Context: an optimization exercise on an open-source flow, tuned for small area. The choices shown serve that exercise and are no tape-out recipe. Where RTL was checked, it was by simulation tests only, not by an equivalence proof against the original. Power and IR drop assume default switching activity.

==> inputs of 12-12 <==
==> flow/design.v (excerpt) <==
module countdisplay_VGA(
    input clk,
    input rst,
    input [1:0]btn,
    input [1:0]btn2,
    input [1:0]count_light,
    input [3:0]count_55_0,
    input [3:0]count_55_1,
    input [3:0]turn_left_en,
    output [2:0] r,
    output [2:0] g,
    output [1:0] b,
    output hs,
    output vs
    );
Settings: LEC_CHECK=0, CAP_MARGIN=20, CORE_MARGIN=2, CORE_UTILIZATION=40, CTS_BUF_LIST=sky130_fd_sc_hd__clkbuf_8, SLEW_MARGIN=20, SYNTH_MEMORY_MAX_BITS=65536; clock period 20.0 ns.
run.sh (not shown) runs the stock make flow with config.mk's settings and CLKGATE_MAP_FILE= SYNTH_SCRIPT=/design/flow/synth_recipe.tcl, a recipe that flattens the netlist after the stock synthesis.
==> 07-14: changes against 12-12 <==
--- a/flow/design.v
+++ b/flow/design.v
@@ -284,32 +284,42 @@
             4'd6: glyph = T | M | B | (U & Lc) | (L & (Lc | Rc));
             4'd7: glyph = T | ((y >= 3 && y <= 19) & Rc);
             4'd8: glyph = T | M | B | ((U | L) & (Lc | Rc));
             4'd9: glyph = T | M | (U & (Lc | Rc)) | ((y >= 11 && y <= 19) & Rc);
             default: glyph = 1'b0;
             endcase
         end
     endfunction
-    wire t = cl[0];
-    wire [4:0] P = t ? h[4:0] : v[4:0];
-    wire [4:0] Q = t ? v[4:0] : h[4:0];
-    reg rowin, inL, inR; reg [4:0] yc, xcL, xcR;
+    reg win_l, win_r;
+    reg [9:0] xl, yl, xr, yr;
     always @* begin
         case (cl)
-        2'b01: begin rowin = inr(v, 10'd360, 10'd379); inL = inr(h, 10'd500, 10'd519); inR = inr(h, 10'd470, 10'd489); yc = 5'd24; xcL = 5'd12; xcR = 5'd10; end
-        2'b11: begin rowin = inr(v, 10'd170, 10'd189); inL = inr(h, 10'd380, 10'd399); inR = inr(h, 10'd350, 10'd369); yc = 5'd22; xcL = 5'd4;  xcR = 5'd2;  end
-        2'b10: begin rowin = inr(h, 10'd620, 10'd639); inL = inr(v, 10'd195, 10'd214); inR = inr(v, 10'd225, 10'd244); yc = 5'd20; xcL = 5'd23; xcR = 5'd21; end
-        default: begin rowin = inr(h, 10'd273, 10'd292); inL = inr(v, 10'd350, 10'd369); inR = inr(v, 10'd380, 10'd399); yc = 5'd15; xcL = 5'd18; xcR = 5'd16; end
+        2'b01: begin
+            win_l = h >= 500 && h < 520 && v >= 360 && v < 380; xl = h - 10'd500; yl = v - 10'd360;
+            win_r = h >= 470 && h < 490 && v >= 360 && v < 380; xr = h - 10'd470; yr = v - 10'd360;
+        end
+        2'b10: begin
+            win_l = h >= 620 && h < 640 && v >= 195 && v < 215; xl = 10'd214 - v; yl = h - 10'd620;
+            win_r = h >= 620 && h < 640 && v >= 225 && v < 245; xr = 10'd244 - v; yr = h - 10'd620;
+        end
+        2'b11: begin
+            win_l = h >= 380 && h < 400 && v >= 170 && v < 190; xl = h - 10'd380; yl = v - 10'd170;
+            win_r = h >= 350 && h < 370 && v >= 170 && v < 190; xr = h - 10'd350; yr = v - 10'd170;
+        end
+        default: begin
+            win_l = h >= 273 && h < 293 && v >= 350 && v < 370; xl = 10'd369 - v; yl = h - 10'd273;
+            win_r = h >= 273 && h < 293 && v >= 380 && v < 400; xr = 10'd399 - v; yr = h - 10'd273;
+        end
         endcase
     end
-    wire [4:0] y = Q + yc;
-    wire [4:0] x = (t ? P : ~P) + (inL ? xcL : xcR);
-    wire [3:0] dsel = inL ? count_55_0 : count_55_1;
-    wire digit_hit = rowin & (inL | inR) & glyph(dsel, x, y);
+    wire [3:0] dsel = win_l ? count_55_0 : count_55_1;
+    wire [4:0] xs = win_l ? xl[4:0] : xr[4:0];
+    wire [4:0] ys = win_l ? yl[4:0] : yr[4:0];
+    wire digit_hit = (win_l | win_r) & glyph(dsel, xs, ys);
     wire v390_410 = inr(v, 10'd390, 10'd410);
     wire a0 = v390_410 & (inr(h, 10'd470, 10'd490) | inr(h, 10'd500, 10'd520));
     wire c0 = v390_410 & inr(h, 10'd530, 10'd550);
     wire h663_683 = inr(h, 10'd663, 10'd683);
     wire a1 = h663_683 & (inr(v, 10'd225, 10'd245) | inr(v, 10'd255, 10'd275));
     wire c1 = h663_683 & inr(v, 10'd195, 10'd215);
     wire v140_160 = inr(v, 10'd140, 10'd160);
     wire a2 = v140_160 & (inr(h, 10'd380, 10'd400) | inr(h, 10'd410, 10'd430));
CTS_BUF_LIST = unset   (was sky130_fd_sc_hd__clkbuf_8)
==> 03-25: changes against 12-12 <==
ABC_AREA = 1   (was unset)
==> notes <==
- 07-14 completed without violations. 03-25 produced a clean layout. 12-12 passed the timing, DRC and antenna checks.
- The highest register-to-register slack belongs to 03-25, the lowest to 07-14.
- Worst hold slack: 07-14 is better than 03-25 (19 ps).
- Area after synthesis, highest first: 07-14, 12-12, 03-25.
- Power: 03-25 < 12-12 < 07-14.
- The highest die area belongs to 07-14, the lowest to 03-25.
- Between 03-25 and 12-12, the lower count of clock-buffer cells in the layout is in 12-12 (gap 1).
- Core utilization: 12-12 < 03-25 < 07-14.
For 12-12 and 03-25, only the layout was checked, not whether the RTL still works.

========
==> run X: inputs <==
Another version of the RTL of countdisplay_VGA (not shown whole).
export LEC_CHECK = 0
export ABC_AREA = 1
export CAP_MARGIN = 0
export CORE_MARGIN = 2
export CORE_UTILIZATION = 40
export CTS_BUF_LIST = sky130_fd_sc_hd__clkbuf_8
export SLEW_MARGIN = 0
export SYNTH_MEMORY_MAX_BITS = 65536
create_clock -name core_clock -period 20.0 [get_ports {clk}]
==> inputs of run C, as changes to run X <==
--- a/flow/design.v
+++ b/flow/design.v
@@ -115,14 +115,18 @@
     wire tr3_st = vs_rise && (!turn_left_en[3] || !ltc8(tr3_k, 8'd99));
     always @(posedge clk) tr3_k <= (!rst || (tr3_st && (&{tr3_k[7], tr3_k[6], tr3_k[4], tr3_k[3], tr3_k[2], tr3_k[0]}))) ? 8'd90 : stepk({2'd0, tr3_k}, tr3_st);
     wire early = (hcount == 10'd0);
     wire [9:0] bx_v   = h | ({10{early}} & v);
     wire [9:0] bx_nvh = h | ({10{early}} & ~{1'b0, v[9:1]});
     wire [9:0] bx_v2  = h | ({10{early}} & {v[8:0], 1'b0});
     wire [9:0] bx_nv2 = h | ({10{early}} & ~{v[8:0], 1'b0});
+    wire [9:0] rc_s = add10(bx_v, early ? {1'd0, dc_k} : rc_k);
+    wire [9:0] lc_s = sub10(bx_v, early ? {1'd0, uc_k} : lc_k);
+    wire [9:0] dc_s = rc_s;    
+    wire [9:0] uc_s = lc_s;    
     wire [9:0] tr0_op = {3'd0, tr0_k};
     wire [9:0] tr0_s = sub10(bx_nvh, tr0_op);
     wire [9:0] tr0_t = ~tr0_s;
     wire tr0_h = (inr(tr0_s, 10'd638, 10'd641));
     wire tr0_v = ((ltc7(tr0_k, 7'd64)) && (inr(tr0_t, 10'd256, 10'd257) | inr(tr0_t, 10'd259, 10'd260) | inr(tr0_t, 10'd262, 10'd263)))
         | ((!ltc7(tr0_k, 7'd64)) && (inr(v, 10'd384, 10'd387) | inr(v, 10'd390, 10'd393) | inr(v, 10'd396, 10'd399)));
     reg tr0_vr;
@@ -191,31 +195,31 @@
     wire [9:0] tl3_t = {1'b0, ~tl3_s[9:1]};
     wire tl3_h = ((ltc8(tl3_k, 8'd168)) && (inr(tl3_s, 10'd150, 10'd153) | inr(tl3_s, 10'd156, 10'd159) | inr(tl3_s, 10'd162, 10'd165)))
         | ((!ltc8(tl3_k, 8'd168)) && (inr(h, 10'd486, 10'd489) | inr(h, 10'd492, 10'd495) | inr(h, 10'd498, 10'd501)));
     wire tl3_v = (inr(tl3_t, 10'd316, 10'd319));
     reg tl3_vr;
     always @(posedge clk) if (early) tl3_vr <= tl3_v;
     wire tl3_hit = tl3_h & tl3_vr;
-    wire [9:0] dc_s = add10(v, {1'd0, dc_k});
     wire dc_h = (inr(h, 10'd488, 10'd491) | inr(h, 10'd503, 10'd506) | inr(h, 10'd518, 10'd521) | inr(h, 10'd608, 10'd611) | inr(h, 10'd623, 10'd626) | inr(h, 10'd638, 10'd641));
     wire dc_v = (inr(dc_s, 10'd496, 10'd499) | inr(dc_s, 10'd502, 10'd505) | inr(dc_s, 10'd508, 10'd511) | inr(dc_s, 10'd514, 10'd517));
-    wire dc_hit = dc_h & dc_v;
-    wire [9:0] uc_s = sub10(v, {1'd0, uc_k});
+    reg dc_vr;
+    always @(posedge clk) if (early) dc_vr <= dc_v;
+    wire dc_hit = dc_h & dc_vr;
     wire uc_h = (inr(h, 10'd278, 10'd281) | inr(h, 10'd293, 10'd296) | inr(h, 10'd308, 10'd311) | inr(h, 10'd408, 10'd411) | inr(h, 10'd423, 10'd426) | inr(h, 10'd438, 10'd441));
     wire uc_v = (~lt10(10'd3, uc_s) | inr(uc_s, 10'd6, 10'd9) | inr(uc_s, 10'd12, 10'd15) | inr(uc_s, 10'd18, 10'd21));
-    wire uc_hit = uc_h & uc_v;
-    wire [9:0] rc_s = add10(h, rc_k);
+    reg uc_vr;
+    always @(posedge clk) if (early) uc_vr <= uc_v;
+    wire uc_hit = uc_h & uc_vr;
     wire rc_h = (~lt10(10'd3, rc_s) | inr(rc_s, 10'd1006, 10'd1009) | inr(rc_s, 10'd1012, 10'd1015) | inr(rc_s, 10'd1018, 10'd1021));
     wire rc_v = (inr(v, 10'd172, 10'd175) | inr(v, 10'd182, 10'd185) | inr(v, 10'd192, 10'd195) | inr(v, 10'd212, 10'd215) | inr(v, 10'd222, 10'd225) | inr(v, 10'd232, 10'd235));
     wire rc_hit = rc_h & rc_v;
-    wire [9:0] lc_s = sub10(h, lc_k);
     wire lc_h = (~lt10(10'd3, lc_s) | inr(lc_s, 10'd6, 10'd9) | inr(lc_s, 10'd12, 10'd15) | inr(lc_s, 10'd1018, 10'd1021));
     wire lc_v = (inr(v, 10'd319, 10'd322) | inr(v, 10'd329, 10'd332) | inr(v, 10'd339, 10'd342) | inr(v, 10'd359, 10'd362) | inr(v, 10'd369, 10'd372) | inr(v, 10'd379, 10'd382));
     wire lc_hit = lc_h & lc_v;
-    wire car_hit = (~early & (tr0_hit | tr1_hit | tr2_hit | tr3_hit | tl0_hit | tl1_hit | tl2_hit | tl3_hit)) | dc_hit | uc_hit | rc_hit | lc_hit;
+    wire car_hit = (~early & (tr0_hit | tr1_hit | tr2_hit | tr3_hit | tl0_hit | tl1_hit | tl2_hit | tl3_hit | rc_hit | lc_hit)) | dc_hit | uc_hit;
     wire arrow_hit = (((v == 10'd104)) && ((h == 10'd522) || (h == 10'd642)))
       || (((v == 10'd105)) && (inr(h, 10'd521, 10'd523) || inr(h, 10'd641, 10'd643)))
       || (((v == 10'd106) || inr(v, 10'd109, 10'd114)) && (inr(h, 10'd520, 10'd524) || inr(h, 10'd640, 10'd644)))
       || (((v == 10'd107)) && (inr(h, 10'd519, 10'd525) || inr(h, 10'd639, 10'd645)))
       || (((v == 10'd108)) && (inr(h, 10'd518, 10'd526) || inr(h, 10'd638, 10'd646)))
       || (((v == 10'd163) || (v == 10'd171) || (v == 10'd223) || (v == 10'd231)) && ((h == 10'd220)))
       || (((v == 10'd164) || (v == 10'd170) || (v == 10'd224) || (v == 10'd230)) && (inr(h, 10'd220, 10'd221)))
==> notes.md <==
quantity	run X	run C
Total die area	40630 um^2	40390 um^2
Wirelength, routed	62650 um	65010 um
Placer's final routability congestion estimate	1.018	1.043
Number of synthesized register bits	142	144
Initial cell density of the core	40.50%	40.34%
Status	timing/DRC/antenna clean	timing/DRC/antenna clean
Combined area of the multi-input logic cells	10900 um^2	10780 um^2
Register-to-Register Setup Slack	12.16 ns	11.92 ns
Met2 Resource Use GR	48.74%	51.17%
WP buf/inv	5	4
Net Switching	0.2269 mW	0.2410 mW
Proportion of power drawn by the clock network	34.6%	32.9%
Fraction of the mapped netlist area in compound gates	15.07%	15.22%
Netlist cell types	71	68
Critical path's largest stage delay	0.95 ns	0.88 ns
Chip Height	201.6 um	201.0 um
Count of nets after finishing	2556	2534
Met3 track demand over resource in global routing	6.997%	6.445%
Total GRT Usage	30.85%	32.29%

========
==> job 4082: inputs <==
Another version of the RTL of countdisplay_VGA (not shown whole).
clock: 20.0 ns
lec_check: 0
abc_area: 1
cap_margin: 20
core_margin: 2
core_utilization: 40
cts_buf_list: sky130_fd_sc_hd__clkbuf_8
slew_margin: 20
synth_memory_max_bits: 65536
==> job 2072: changes against job 4082 <==
--- a/flow/design.v
+++ b/flow/design.v
@@ -103,17 +103,17 @@
     wire tr2_st = vs_rise && (!turn_left_en[2] || !ltc8(tr2_k, 8'd8));
     wire tr3_st = vs_rise && (!turn_left_en[3] || !ltc8(tr3_k, 8'd9));
     always @(posedge clk) tr0_k <= (!rst || (tr0_st && (&{tr0_k[6]}))) ? 7'd0 : stepk({3'b0, tr0_k}, tr0_st);
     always @(posedge clk) tr1_k <= (!rst || (tr1_st && (&{tr1_k[6], tr1_k[5], tr1_k[3], tr1_k[1]}))) ? 7'd0 : stepk({3'b0, tr1_k}, tr1_st);
     always @(posedge clk) tr2_k <= (!rst || (tr2_st && (&{tr2_k[7], tr2_k[6], tr2_k[4], tr2_k[1], tr2_k[0]}))) ? 8'd0 : stepk({2'b0, tr2_k}, tr2_st);
     always @(posedge clk) tr3_k <= (!rst || (tr3_st && (&{tr3_k[7], tr3_k[1], tr3_k[0]}))) ? 8'd0 : stepk({2'b0, tr3_k}, tr3_st);
-    wire early = (hcount[9:4] == 6'd0);
-    wire [9:0] bx_v   = early ? v : h;
-    wire [9:0] bx_nvh = early ? ~{1'b0, v[9:1]} : h;
-    wire [9:0] bx_v2  = early ? {v[8:0], 1'b0} : h;
-    wire [9:0] bx_nv2 = early ? ~{v[8:0], 1'b0} : h;
+    wire early = (hcount == 10'd0);
+    wire [9:0] bx_v   = h | ({10{early}} & v);
+    wire [9:0] bx_nvh = h | ({10{early}} & ~{1'b0, v[9:1]});
+    wire [9:0] bx_v2  = h | ({10{early}} & {v[8:0], 1'b0});
+    wire [9:0] bx_nv2 = h | ({10{early}} & ~{v[8:0], 1'b0});
     wire [9:0] tr0_op = {3'd0, tr0_k};
     wire [9:0] tr0_s = sub10(bx_nvh, tr0_op);
     wire tr0_h = (inr(tr0_s, 10'd670, 10'd673));
     wire [9:0] tr0_t = ~tr0_s;
     wire tr0_vt = ((ltc7(tr0_k, 7'd32)) && (inr(tr0_t, 10'd224, 10'd225) | inr(tr0_t, 10'd227, 10'd228) | inr(tr0_t, 10'd230, 10'd231))) | ((!ltc7(tr0_k, 7'd32)) && (inr(v, 10'd384, 10'd387) | inr(v, 10'd390, 10'd393) | inr(v, 10'd396, 10'd399)));
     reg tr0_vr;
@@ -273,31 +273,38 @@
         in5 = le5(lo, x) & le5(x, hi);
     end endfunction
     function glyph;
         input [3:0] d;
         input [4:0] x;
         input [4:0] y;
-        reg T, M, B, U, L, Lc, Rc, Cc;
+        reg T, U, M, L, B, Lc, Cc, Rc, one;
+        reg [9:0] dd;
         begin
-            T = le5(y, 5'd2); M = in5(y, 5'd9, 5'd10); B = in5(y, 5'd17, 5'd19);
-            U = in5(y, 5'd3, 5'd8); L = in5(y, 5'd11, 5'd16);
-            Lc = le5(x, 5'd4); Rc = in5(x, 5'd15, 5'd19); Cc = in5(x, 5'd10, 5'd14);
+            T = le5(y, 5'd2); U = in5(y, 5'd3, 5'd8); M = in5(y, 5'd9, 5'd10);
+            L = in5(y, 5'd11, 5'd16); B = in5(y, 5'd17, 5'd19);
+            Lc = le5(x, 5'd4); Cc = in5(x, 5'd10, 5'd14); Rc = in5(x, 5'd15, 5'd19);
+            one = ((y == 5'd0) & Cc) | ((y == 5'd1) & in5(x, 5'd6, 5'd14)) | ((y == 5'd2) & in5(x, 5'd3, 5'd14))
+                | (in5(y, 5'd3, 5'd17) & Cc) | (in5(y, 5'd18, 5'd19) & in5(x, 5'd5, 5'd19));
+            dd = 10'd0;
             case (d)
-            4'd0: glyph = T | B | (in5(y, 5'd3, 5'd16) & (Lc | Rc));
-            4'd1: glyph = ((y == 5'd0) & Cc) | ((y == 5'd1) & in5(x, 5'd6, 5'd14)) | ((y == 5'd2) & in5(x, 5'd3, 5'd14))
-                        | (in5(y, 5'd3, 5'd17) & Cc) | (in5(y, 5'd18, 5'd19) & in5(x, 5'd5, 5'd19));
-            4'd2: glyph = T | M | B | (U & Rc) | (L & Lc);
-            4'd3: glyph = T | M | B | ((U | L) & Rc);
-            4'd4: glyph = (le5(y, 5'd8) & (Lc | Cc)) | M | (in5(y, 5'd11, 5'd19) & Cc);
-            4'd5: glyph = T | M | B | (U & Lc) | (L & Rc);
-            4'd6: glyph = T | M | B | (U & Lc) | (L & (Lc | Rc));
-            4'd7: glyph = T | (in5(y, 5'd3, 5'd19) & Rc);
-            4'd8: glyph = T | M | B | ((U | L) & (Lc | Rc));
-            4'd9: glyph = T | M | (U & (Lc | Rc)) | (in5(y, 5'd11, 5'd19) & Rc);
-            default: glyph = 1'b0;
+            4'd0: dd[0] = 1'b1; 4'd1: dd[1] = 1'b1; 4'd2: dd[2] = 1'b1; 4'd3: dd[3] = 1'b1; 4'd4: dd[4] = 1'b1;
+            4'd5: dd[5] = 1'b1; 4'd6: dd[6] = 1'b1; 4'd7: dd[7] = 1'b1; 4'd8: dd[8] = 1'b1; 4'd9: dd[9] = 1'b1;
+            default: dd = 10'd0;
             endcase
+            glyph = ((dd[0] | dd[2] | dd[3] | dd[5] | dd[6] | dd[7] | dd[8] | dd[9]) & T)
+                  | ((dd[2] | dd[3] | dd[4] | dd[5] | dd[6] | dd[8] | dd[9]) & M)
+                  | ((dd[0] | dd[2] | dd[3] | dd[5] | dd[6] | dd[8]) & B)
+                  | ((dd[0] | dd[4] | dd[5] | dd[6] | dd[8] | dd[9]) & U & Lc)
+                  | ((dd[0] | dd[2] | dd[3] | dd[7] | dd[8] | dd[9]) & U & Rc)
+                  | ((dd[0] | dd[2] | dd[6] | dd[8]) & L & Lc)
+                  | ((dd[0] | dd[3] | dd[5] | dd[6] | dd[7] | dd[8] | dd[9]) & L & Rc)
+                  | (dd[0] & M & Lc)
+                  | ((dd[0] | dd[7]) & M & Rc)
+                  | ((dd[7] | dd[9]) & B & Rc)
+                  | (dd[4] & (((T | U) & (Lc | Cc)) | ((L | B) & Cc)))
+                  | (dd[1] & one);
         end
     endfunction
     wire t = cl[0];
     wire [4:0] P = t ? h[4:0] : v[4:0];
     wire [4:0] Q = t ? v[4:0] : h[4:0];
     reg rowin, inL, inR; reg [4:0] yc, xcL, xcR;
@@ -306,14 +313,18 @@
         2'b01: begin rowin = inr(v, 10'd360, 10'd379); inL = inr(h, 10'd500, 10'd519); inR = inr(h, 10'd470, 10'd489); yc = 5'd24; xcL = 5'd12; xcR = 5'd10; end
         2'b11: begin rowin = inr(v, 10'd170, 10'd189); inL = inr(h, 10'd380, 10'd399); inR = inr(h, 10'd350, 10'd369); yc = 5'd22; xcL = 5'd4;  xcR = 5'd2;  end
         2'b10: begin rowin = inr(h, 10'd620, 10'd639); inL = inr(v, 10'd195, 10'd214); inR = inr(v, 10'd225, 10'd244); yc = 5'd20; xcL = 5'd23; xcR = 5'd21; end
         default: begin rowin = inr(h, 10'd273, 10'd292); inL = inr(v, 10'd350, 10'd369); inR = inr(v, 10'd380, 10'd399); yc = 5'd15; xcL = 5'd18; xcR = 5'd16; end
         endcase
     end
-    wire [4:0] y = Q + yc;
-    wire [4:0] x = (t ? P : ~P) + (inL ? xcL : xcR);
+    function [4:0] add5; input [4:0] a; input [4:0] b; integer i; reg c; begin
+        c = 1'b0;
+        for (i = 0; i < 5; i = i + 1) begin add5[i] = a[i] ^ b[i] ^ c; c = (a[i] & b[i]) | (c & (a[i] ^ b[i])); end
+    end endfunction
+    wire [4:0] y = add5(Q, yc);
+    wire [4:0] x = add5(t ? P : ~P, inL ? xcL : xcR);
     wire [3:0] dsel = inL ? count_55_0 : count_55_1;
     wire digit_hit = rowin & (inL | inR) & glyph(dsel, x, y);
     wire v390_410 = inr(v, 10'd390, 10'd410);
     wire a0 = v390_410 & (inr(h, 10'd470, 10'd490) | inr(h, 10'd500, 10'd520));
     wire c0 = v390_410 & inr(h, 10'd530, 10'd550);
     wire h663_683 = inr(h, 10'd663, 10'd683);
Settings changed: CAP_MARGIN 20 to 0, SLEW_MARGIN 20 to 0.
==> job 3645: changes against job 4082 <==
--- a/flow/design.v
+++ b/flow/design.v
@@ -103,17 +103,17 @@
     wire tr2_st = vs_rise && (!turn_left_en[2] || !ltc8(tr2_k, 8'd8));
     wire tr3_st = vs_rise && (!turn_left_en[3] || !ltc8(tr3_k, 8'd9));
     always @(posedge clk) tr0_k <= (!rst || (tr0_st && (&{tr0_k[6]}))) ? 7'd0 : stepk({3'b0, tr0_k}, tr0_st);
     always @(posedge clk) tr1_k <= (!rst || (tr1_st && (&{tr1_k[6], tr1_k[5], tr1_k[3], tr1_k[1]}))) ? 7'd0 : stepk({3'b0, tr1_k}, tr1_st);
     always @(posedge clk) tr2_k <= (!rst || (tr2_st && (&{tr2_k[7], tr2_k[6], tr2_k[4], tr2_k[1], tr2_k[0]}))) ? 8'd0 : stepk({2'b0, tr2_k}, tr2_st);
     always @(posedge clk) tr3_k <= (!rst || (tr3_st && (&{tr3_k[7], tr3_k[1], tr3_k[0]}))) ? 8'd0 : stepk({2'b0, tr3_k}, tr3_st);
-    wire early = (hcount[9:4] == 6'd0);
-    wire [9:0] bx_v   = early ? v : h;
-    wire [9:0] bx_nvh = early ? ~{1'b0, v[9:1]} : h;
-    wire [9:0] bx_v2  = early ? {v[8:0], 1'b0} : h;
-    wire [9:0] bx_nv2 = early ? ~{v[8:0], 1'b0} : h;
+    wire early = (hcount == 10'd0);
+    wire [9:0] bx_v   = h | ({10{early}} & v);
+    wire [9:0] bx_nvh = h | ({10{early}} & ~{1'b0, v[9:1]});
+    wire [9:0] bx_v2  = h | ({10{early}} & {v[8:0], 1'b0});
+    wire [9:0] bx_nv2 = h | ({10{early}} & ~{v[8:0], 1'b0});
     wire [9:0] tr0_op = {3'd0, tr0_k};
     wire [9:0] tr0_s = sub10(bx_nvh, tr0_op);
     wire tr0_h = (inr(tr0_s, 10'd670, 10'd673));
     wire [9:0] tr0_t = ~tr0_s;
     wire tr0_vt = ((ltc7(tr0_k, 7'd32)) && (inr(tr0_t, 10'd224, 10'd225) | inr(tr0_t, 10'd227, 10'd228) | inr(tr0_t, 10'd230, 10'd231))) | ((!ltc7(tr0_k, 7'd32)) && (inr(v, 10'd384, 10'd387) | inr(v, 10'd390, 10'd393) | inr(v, 10'd396, 10'd399)));
     reg tr0_vr;
==> job 7390: changes against job 4082 <==
--- a/flow/design.v
+++ b/flow/design.v
@@ -103,17 +103,17 @@
     wire tr2_st = vs_rise && (!turn_left_en[2] || !ltc8(tr2_k, 8'd8));
     wire tr3_st = vs_rise && (!turn_left_en[3] || !ltc8(tr3_k, 8'd9));
     always @(posedge clk) tr0_k <= (!rst || (tr0_st && (&{tr0_k[6]}))) ? 7'd0 : stepk({3'b0, tr0_k}, tr0_st);
     always @(posedge clk) tr1_k <= (!rst || (tr1_st && (&{tr1_k[6], tr1_k[5], tr1_k[3], tr1_k[1]}))) ? 7'd0 : stepk({3'b0, tr1_k}, tr1_st);
     always @(posedge clk) tr2_k <= (!rst || (tr2_st && (&{tr2_k[7], tr2_k[6], tr2_k[4], tr2_k[1], tr2_k[0]}))) ? 8'd0 : stepk({2'b0, tr2_k}, tr2_st);
     always @(posedge clk) tr3_k <= (!rst || (tr3_st && (&{tr3_k[7], tr3_k[1], tr3_k[0]}))) ? 8'd0 : stepk({2'b0, tr3_k}, tr3_st);
-    wire early = (hcount[9:4] == 6'd0);
-    wire [9:0] bx_v   = early ? v : h;
-    wire [9:0] bx_nvh = early ? ~{1'b0, v[9:1]} : h;
-    wire [9:0] bx_v2  = early ? {v[8:0], 1'b0} : h;
-    wire [9:0] bx_nv2 = early ? ~{v[8:0], 1'b0} : h;
+    wire early = (hcount == 10'd0);
+    wire [9:0] bx_v   = h | ({10{early}} & v);
+    wire [9:0] bx_nvh = h | ({10{early}} & ~{1'b0, v[9:1]});
+    wire [9:0] bx_v2  = h | ({10{early}} & {v[8:0], 1'b0});
+    wire [9:0] bx_nv2 = h | ({10{early}} & ~{v[8:0], 1'b0});
     wire [9:0] tr0_op = {3'd0, tr0_k};
     wire [9:0] tr0_s = sub10(bx_nvh, tr0_op);
     wire tr0_h = (inr(tr0_s, 10'd670, 10'd673));
     wire [9:0] tr0_t = ~tr0_s;
     wire tr0_vt = ((ltc7(tr0_k, 7'd32)) && (inr(tr0_t, 10'd224, 10'd225) | inr(tr0_t, 10'd227, 10'd228) | inr(tr0_t, 10'd230, 10'd231))) | ((!ltc7(tr0_k, 7'd32)) && (inr(v, 10'd384, 10'd387) | inr(v, 10'd390, 10'd393) | inr(v, 10'd396, 10'd399)));
     reg tr0_vr;
@@ -273,31 +273,38 @@
         in5 = le5(lo, x) & le5(x, hi);
     end endfunction
     function glyph;
         input [3:0] d;
         input [4:0] x;
         input [4:0] y;
-        reg T, M, B, U, L, Lc, Rc, Cc;
+        reg T, U, M, L, B, Lc, Cc, Rc, one;
+        reg [9:0] dd;
         begin
-            T = le5(y, 5'd2); M = in5(y, 5'd9, 5'd10); B = in5(y, 5'd17, 5'd19);
-            U = in5(y, 5'd3, 5'd8); L = in5(y, 5'd11, 5'd16);
-            Lc = le5(x, 5'd4); Rc = in5(x, 5'd15, 5'd19); Cc = in5(x, 5'd10, 5'd14);
+            T = le5(y, 5'd2); U = in5(y, 5'd3, 5'd8); M = in5(y, 5'd9, 5'd10);
+            L = in5(y, 5'd11, 5'd16); B = in5(y, 5'd17, 5'd19);
+            Lc = le5(x, 5'd4); Cc = in5(x, 5'd10, 5'd14); Rc = in5(x, 5'd15, 5'd19);
+            one = ((y == 5'd0) & Cc) | ((y == 5'd1) & in5(x, 5'd6, 5'd14)) | ((y == 5'd2) & in5(x, 5'd3, 5'd14))
+                | (in5(y, 5'd3, 5'd17) & Cc) | (in5(y, 5'd18, 5'd19) & in5(x, 5'd5, 5'd19));
+            dd = 10'd0;
             case (d)
-            4'd0: glyph = T | B | (in5(y, 5'd3, 5'd16) & (Lc | Rc));
-            4'd1: glyph = ((y == 5'd0) & Cc) | ((y == 5'd1) & in5(x, 5'd6, 5'd14)) | ((y == 5'd2) & in5(x, 5'd3, 5'd14))
-                        | (in5(y, 5'd3, 5'd17) & Cc) | (in5(y, 5'd18, 5'd19) & in5(x, 5'd5, 5'd19));
-            4'd2: glyph = T | M | B | (U & Rc) | (L & Lc);
-            4'd3: glyph = T | M | B | ((U | L) & Rc);
-            4'd4: glyph = (le5(y, 5'd8) & (Lc | Cc)) | M | (in5(y, 5'd11, 5'd19) & Cc);
-            4'd5: glyph = T | M | B | (U & Lc) | (L & Rc);
-            4'd6: glyph = T | M | B | (U & Lc) | (L & (Lc | Rc));
-            4'd7: glyph = T | (in5(y, 5'd3, 5'd19) & Rc);
-            4'd8: glyph = T | M | B | ((U | L) & (Lc | Rc));
-            4'd9: glyph = T | M | (U & (Lc | Rc)) | (in5(y, 5'd11, 5'd19) & Rc);
-            default: glyph = 1'b0;
+            4'd0: dd[0] = 1'b1; 4'd1: dd[1] = 1'b1; 4'd2: dd[2] = 1'b1; 4'd3: dd[3] = 1'b1; 4'd4: dd[4] = 1'b1;
+            4'd5: dd[5] = 1'b1; 4'd6: dd[6] = 1'b1; 4'd7: dd[7] = 1'b1; 4'd8: dd[8] = 1'b1; 4'd9: dd[9] = 1'b1;
+            default: dd = 10'd0;
             endcase
+            glyph = ((dd[0] | dd[2] | dd[3] | dd[5] | dd[6] | dd[7] | dd[8] | dd[9]) & T)
+                  | ((dd[2] | dd[3] | dd[4] | dd[5] | dd[6] | dd[8] | dd[9]) & M)
+                  | ((dd[0] | dd[2] | dd[3] | dd[5] | dd[6] | dd[8]) & B)
+                  | ((dd[0] | dd[4] | dd[5] | dd[6] | dd[8] | dd[9]) & U & Lc)
+                  | ((dd[0] | dd[2] | dd[3] | dd[7] | dd[8] | dd[9]) & U & Rc)
+                  | ((dd[0] | dd[2] | dd[6] | dd[8]) & L & Lc)
+                  | ((dd[0] | dd[3] | dd[5] | dd[6] | dd[7] | dd[8] | dd[9]) & L & Rc)
+                  | (dd[0] & M & Lc)
+                  | ((dd[0] | dd[7]) & M & Rc)
+                  | ((dd[7] | dd[9]) & B & Rc)
+                  | (dd[4] & (((T | U) & (Lc | Cc)) | ((L | B) & Cc)))
+                  | (dd[1] & one);
         end
     endfunction
     wire t = cl[0];
     wire [4:0] P = t ? h[4:0] : v[4:0];
     wire [4:0] Q = t ? v[4:0] : h[4:0];
     reg rowin, inL, inR; reg [4:0] yc, xcL, xcR;
@@ -306,14 +313,18 @@
         2'b01: begin rowin = inr(v, 10'd360, 10'd379); inL = inr(h, 10'd500, 10'd519); inR = inr(h, 10'd470, 10'd489); yc = 5'd24; xcL = 5'd12; xcR = 5'd10; end
         2'b11: begin rowin = inr(v, 10'd170, 10'd189); inL = inr(h, 10'd380, 10'd399); inR = inr(h, 10'd350, 10'd369); yc = 5'd22; xcL = 5'd4;  xcR = 5'd2;  end
         2'b10: begin rowin = inr(h, 10'd620, 10'd639); inL = inr(v, 10'd195, 10'd214); inR = inr(v, 10'd225, 10'd244); yc = 5'd20; xcL = 5'd23; xcR = 5'd21; end
         default: begin rowin = inr(h, 10'd273, 10'd292); inL = inr(v, 10'd350, 10'd369); inR = inr(v, 10'd380, 10'd399); yc = 5'd15; xcL = 5'd18; xcR = 5'd16; end
         endcase
     end
-    wire [4:0] y = Q + yc;
-    wire [4:0] x = (t ? P : ~P) + (inL ? xcL : xcR);
+    function [4:0] add5; input [4:0] a; input [4:0] b; integer i; reg c; begin
+        c = 1'b0;
+        for (i = 0; i < 5; i = i + 1) begin add5[i] = a[i] ^ b[i] ^ c; c = (a[i] & b[i]) | (c & (a[i] ^ b[i])); end
+    end endfunction
+    wire [4:0] y = add5(Q, yc);
+    wire [4:0] x = add5(t ? P : ~P, inL ? xcL : xcR);
     wire [3:0] dsel = inL ? count_55_0 : count_55_1;
     wire digit_hit = rowin & (inL | inR) & glyph(dsel, x, y);
     wire v390_410 = inr(v, 10'd390, 10'd410);
     wire a0 = v390_410 & (inr(h, 10'd470, 10'd490) | inr(h, 10'd500, 10'd520));
     wire c0 = v390_410 & inr(h, 10'd530, 10'd550);
     wire h663_683 = inr(h, 10'd663, 10'd683);
==> comparison <==
In utilization, job 7390 and job 2072 do not differ.
In flip-flop and latch count, job 2072 and job 3645 do not differ.
Count of clock-buffer cells in the layout: job 4082 is higher than job 2072 (2).
Of job 7390 and job 3645, job 7390 has the higher total power (gap 2.8%, measured against job 3645).
Against job 3645, the final area of job 4082 is smaller by about 0.32%.
Sequential power is about the same in job 2072 and job 7390.
Die area: job 2072 is lower than job 4082 (about 2%).
In job 7390 the hold slack is lower than in job 3645, by 0.0037 ns.
==> figures <==
| item | job 7390 | job 3645 | job 4082 | job 2072 |
|---|---|---|---|---|
| Outcome | complete, no violations | complete, no violations | complete, no violations | complete, no violations |
| Worst Setup Slack post-DPL | 10.87 ns | 11.40 ns | 10.84 ns | 10.87 ns |
| Internal power | 0.4573 mW | 0.4348 mW | 0.4162 mW | 0.4573 mW |
| Clock Skews | 0.02077 ns | 0.02136 ns | 0.01542 ns | 0.02077 ns |
| Die height | 203.4 µm | 205.7 µm | 205.5 µm | 203.4 µm |
| Highest Signal Layer | met5 | met5 | met4 | met5 |
| Cell area after technology mapping | 15900 µm² | 16280 µm² | 16230 µm² | 15900 µm² |
| Routed length per placed instance | 22.90 µm | 21.83 µm | 21.63 µm | 22.90 µm |
| Fraction of the mapped netlist area in adder cells | 22.74% | 22.18% | 22.24% | 22.74% |
| Logic pwr share | 18.9% | 21.7% | 13.5% | 18.9% |
| Fin nets | 2636 | 2756 | 2767 | 2636 |
| Switching Fraction | 32.46% | 33.98% | 29.93% | 32.46% |
| Sequential fraction of total cell area | 17.03% | 16.78% | 16.84% | 17.03% |
| Met1 Resource Use GR | 40.95% | 39.43% | 39.63% | 40.95% |
| HPWL after DPL | 52910 µm | 52140 µm | 51990 µm | 52910 µm |
| Static leakage power | 7.989 nW | 8.547 nW | 8.468 nW | 7.989 nW |
| Hold Crit Endpoint | hj[0] | hj[1] | hj[2] | hj[0] |
| Area post-placement | 16730 µm² | 17050 µm² | 16990 µm² | 16730 µm² |
Function not checked in job 3645: the RTL went through the layout flow alone.

==> afterwards: timing with drivers on the ports <==
No port has a modelled driver above. Below, the same layouts with a new extraction and two added sets of constraints. Step 1, drivers: a clkbuf_16 drives clk and a buf_2 each remaining input, both assumed. Step 2 moves the port delays by t, midway between the first and last clock arrival at a register: inputs arrive t later, outputs are due t later. That takes back most of the time a late clock gives input paths. Slacks: no drivers / after step 1 / after step 2; pairs: no drivers / after step 1.
run | shift t [ns] | setup WS [ns] | worst setup path at the end | clock arrival spread, ns | pins driven straight from the clock port
12-12 | 0.581 | 11.216 / 11.210 / 10.628 | input to register | 0.021 / 0.021 | 1
07-14 | 0.504 | 11.736 / 11.736 / 11.736 | register to register | 0.024 / 0.025 | 1
03-25 | 0.536 | 11.467 / 11.478 / 10.942 | input to register | 0.016 / 0.016 | 1
run X | 0.532 | 10.994 / 11.017 / 10.485 | input to register | 0.027 / 0.027 | 1
run C | 0.532 | 11.249 / 11.254 / 10.722 | input to register | 0.018 / 0.018 | 1
job 4082 | 0.530 | 11.261 / 11.269 / 10.739 | input to register | 0.015 / 0.015 | 1
job 2072 | 0.591 | 11.450 / 11.478 / 10.886 | input to register | 0.021 / 0.021 | 1
job 3645 | 0.542 | 11.856 / 11.884 / 11.341 | input to register | 0.022 / 0.021 | 1
job 7390 | 0.591 | 11.450 / 11.478 / 10.886 | input to register | 0.021 / 0.021 | 1
After both steps every run listed still meets setup and hold. The setup slack of 12-12, which loses most, moves by -0.006 ns with the drivers and by -0.588 ns with both steps.
